This is an optimization exercise on Yosys and OpenROAD, whose aim is small area and a short achievable clock period, not a production implementation. In this exercise RTL edits were held to simulation tests only and were not proved equivalent to the original.

== R ==
==> flow/design.v (excerpt) <==
module TopProcessor(Clk, Reset, InstrAddr, Instruction, DataAddr, DataWData, MemWrite, MemRead, DataRData, WriteData);
clock: 24.0 ns
lec_check: 0
cap_margin: 10
core_margin: 2
core_utilization: 55
cts_cluster_diameter: 80
cts_cluster_size: 20
setup_slack_margin: 5
slew_margin: 10
synth_hierarchical: 1
standard.sh (not shown) runs the stock make flow with config.mk's settings and CLKGATE_MAP_FILE= SYNTH_SCRIPT=/design/flow/synth_recipe.tcl, a recipe that flattens the netlist after the stock synthesis.
==> flow/flow/run.sh <==
#!/bin/bash
# Own layout flow: the standard synthesis unchanged, then ORFS from
# floorplan to finish with four knobs the flow settings cannot reach:
#  - a larger setup margin for the timing repair steps,
#  - repair of the worst path only (no total-negative-slack repair),
#  - buf_2 cells as the port buffers,
#  - sizing not held to the same cell footprint.
# Each step's full output goes to its own log in this folder.
set -euo pipefail
MARGIN=7.2
bash standard.sh synth > synth.log 2>&1
sed -e "s|\"\${@:-finish}\"|SETUP_SLACK_MARGIN=$MARGIN TNS_END_PERCENT=0 MATCH_CELL_FOOTPRINT=0 BUFFER_PORTS_ARGS='-buffer_cell sky130_fd_sc_hd__buf_2' \"\${@:-finish}\"|" standard.sh > layout.sh
bash layout.sh > layout.log 2>&1
Looking at the reports, R completed the entire flow and the layout it produced met the timing, DRC and antenna checks.
The following lists how Q was set up differently from R:
--- a/flow/flow/run.sh
+++ b/flow/flow/run.sh
@@ -10 +10 @@
-MARGIN=7.2
+MARGIN=8.5
Findings:
In the metrics for R and Q, the one carrying the lower total global routing track utilization is R. Comparing R and Q, global-route wire length before repair is higher on Q. In Q relative to R, routed wire length had gone up slightly. Diff R -> Q: path length in cells of the critical path now sits lower; design area -490 sq um. Relative to R, final critical-path required period decreased by 0.13 ns in Q. Signal arrival time at the worst endpoint, R and Q, higher one = R.

---

TopProcessor again, from the RTL that the note above started with.
==> flow/config.mk <==
export PLATFORM = sky130hd
export DESIGN_NAME = TopProcessor
export DESIGN_NICKNAME = TopProcessor
export VERILOG_FILES = /design/flow/design.v
export SDC_FILE = /design/flow/constraint.sdc
export NUM_CORES = 4
export LEC_CHECK = 0
export CAP_MARGIN = 10
export CORE_MARGIN = 2
export CORE_UTILIZATION = 55
export CTS_CLUSTER_DIAMETER = 90
export CTS_CLUSTER_SIZE = 24
export SETUP_SLACK_MARGIN = 5
export SLEW_MARGIN = 10
export SYNTH_HIERARCHICAL = 1
==> flow/constraint.sdc <==
create_clock -name core_clock -period 24.0 [get_ports {Clk}]
set_input_delay 4.8000 -clock core_clock [delete_from_list [all_inputs] [get_ports {Clk}]]
set_output_delay 4.8000 -clock core_clock [all_outputs]
set_load 0.01 [all_outputs]
==> flow/flow/run.sh <==
#!/bin/bash
# Own layout flow: the standard synthesis unchanged, then ORFS from
# floorplan to finish with four knobs the flow settings cannot reach:
#  - a larger setup margin for the timing repair steps,
#  - repair of the worst path only (no total-negative-slack repair),
#  - buf_2 cells as the port buffers,
#  - sizing not held to the same cell footprint.
# Each step's full output goes to its own log in this folder.
set -euo pipefail
MARGIN=7.5
bash standard.sh synth > synth.log 2>&1
sed -e "s|\"\${@:-finish}\"|SETUP_SLACK_MARGIN=$MARGIN TNS_END_PERCENT=0 MATCH_CELL_FOOTPRINT=0 BUFFER_PORTS_ARGS='-buffer_cell sky130_fd_sc_hd__buf_2' \"\${@:-finish}\"|" standard.sh > layout.sh
bash layout.sh > layout.log 2>&1
The starting point went through all stages and came out clean.
Edit:
--- a/flow/flow/run.sh
+++ b/flow/flow/run.sh
@@ -9,3 +9,3 @@
 set -euo pipefail
-MARGIN=7.5
+MARGIN=10
 bash standard.sh synth > synth.log 2>&1
Settings changed: CAP_MARGIN 10 to 20, CTS_CLUSTER_DIAMETER 90 to default, CTS_CLUSTER_SIZE 24 to default, SLEW_MARGIN 10 to 20.
Effect:
- The changed run completed with no timing, DRC or antenna violations
- fmax falls slightly
- setup slack loses 68 ps
- register-to-register slack is worse by 20 ps
- hold slack degrades by 13 ps
- via count stays flat
- wire length hardly moves
- synthesized area does not change
- die area does not change

[re-timing with driven ports]
No port has a modelled driver above. Below, the same layouts with a new extraction and two added sets of constraints. Step 1, drivers: a clkbuf_16 drives Clk and a buf_2 each remaining input, both assumed. Step 2, shift: input delay + t, output delay - t, t = (earliest + latest rising clock arrival at the registers) / 2. This alone moves slack from input paths to output paths. Slacks: ideal / step 1 / step 2; pairs: ideal / step 1.
run	shift t [ns]	slack for setup (ns)	latest minus earliest clock arrival (ns)	worst register clock-pin slew, ns	worst slew at a driven data input, ns
R	0.774	6.914 / 6.836 / 6.836	0.050 / 0.050	0.10 / 0.10	0.11
Q	0.772	7.039 / 6.948 / 6.948	0.051 / 0.051	0.09 / 0.09	0.12
the first run of note 2	0.764	7.061 / 6.965 / 6.965	0.049 / 0.049	0.11 / 0.11	0.11
the second run of note 2	0.768	6.993 / 6.898 / 6.898	0.076 / 0.077	0.07 / 0.07	0.11
After both steps every run listed still meets setup and hold. For the first run of note 2, which loses most, drivers alone change the setup slack by -0.096 ns; drivers and shift together by -0.096 ns.
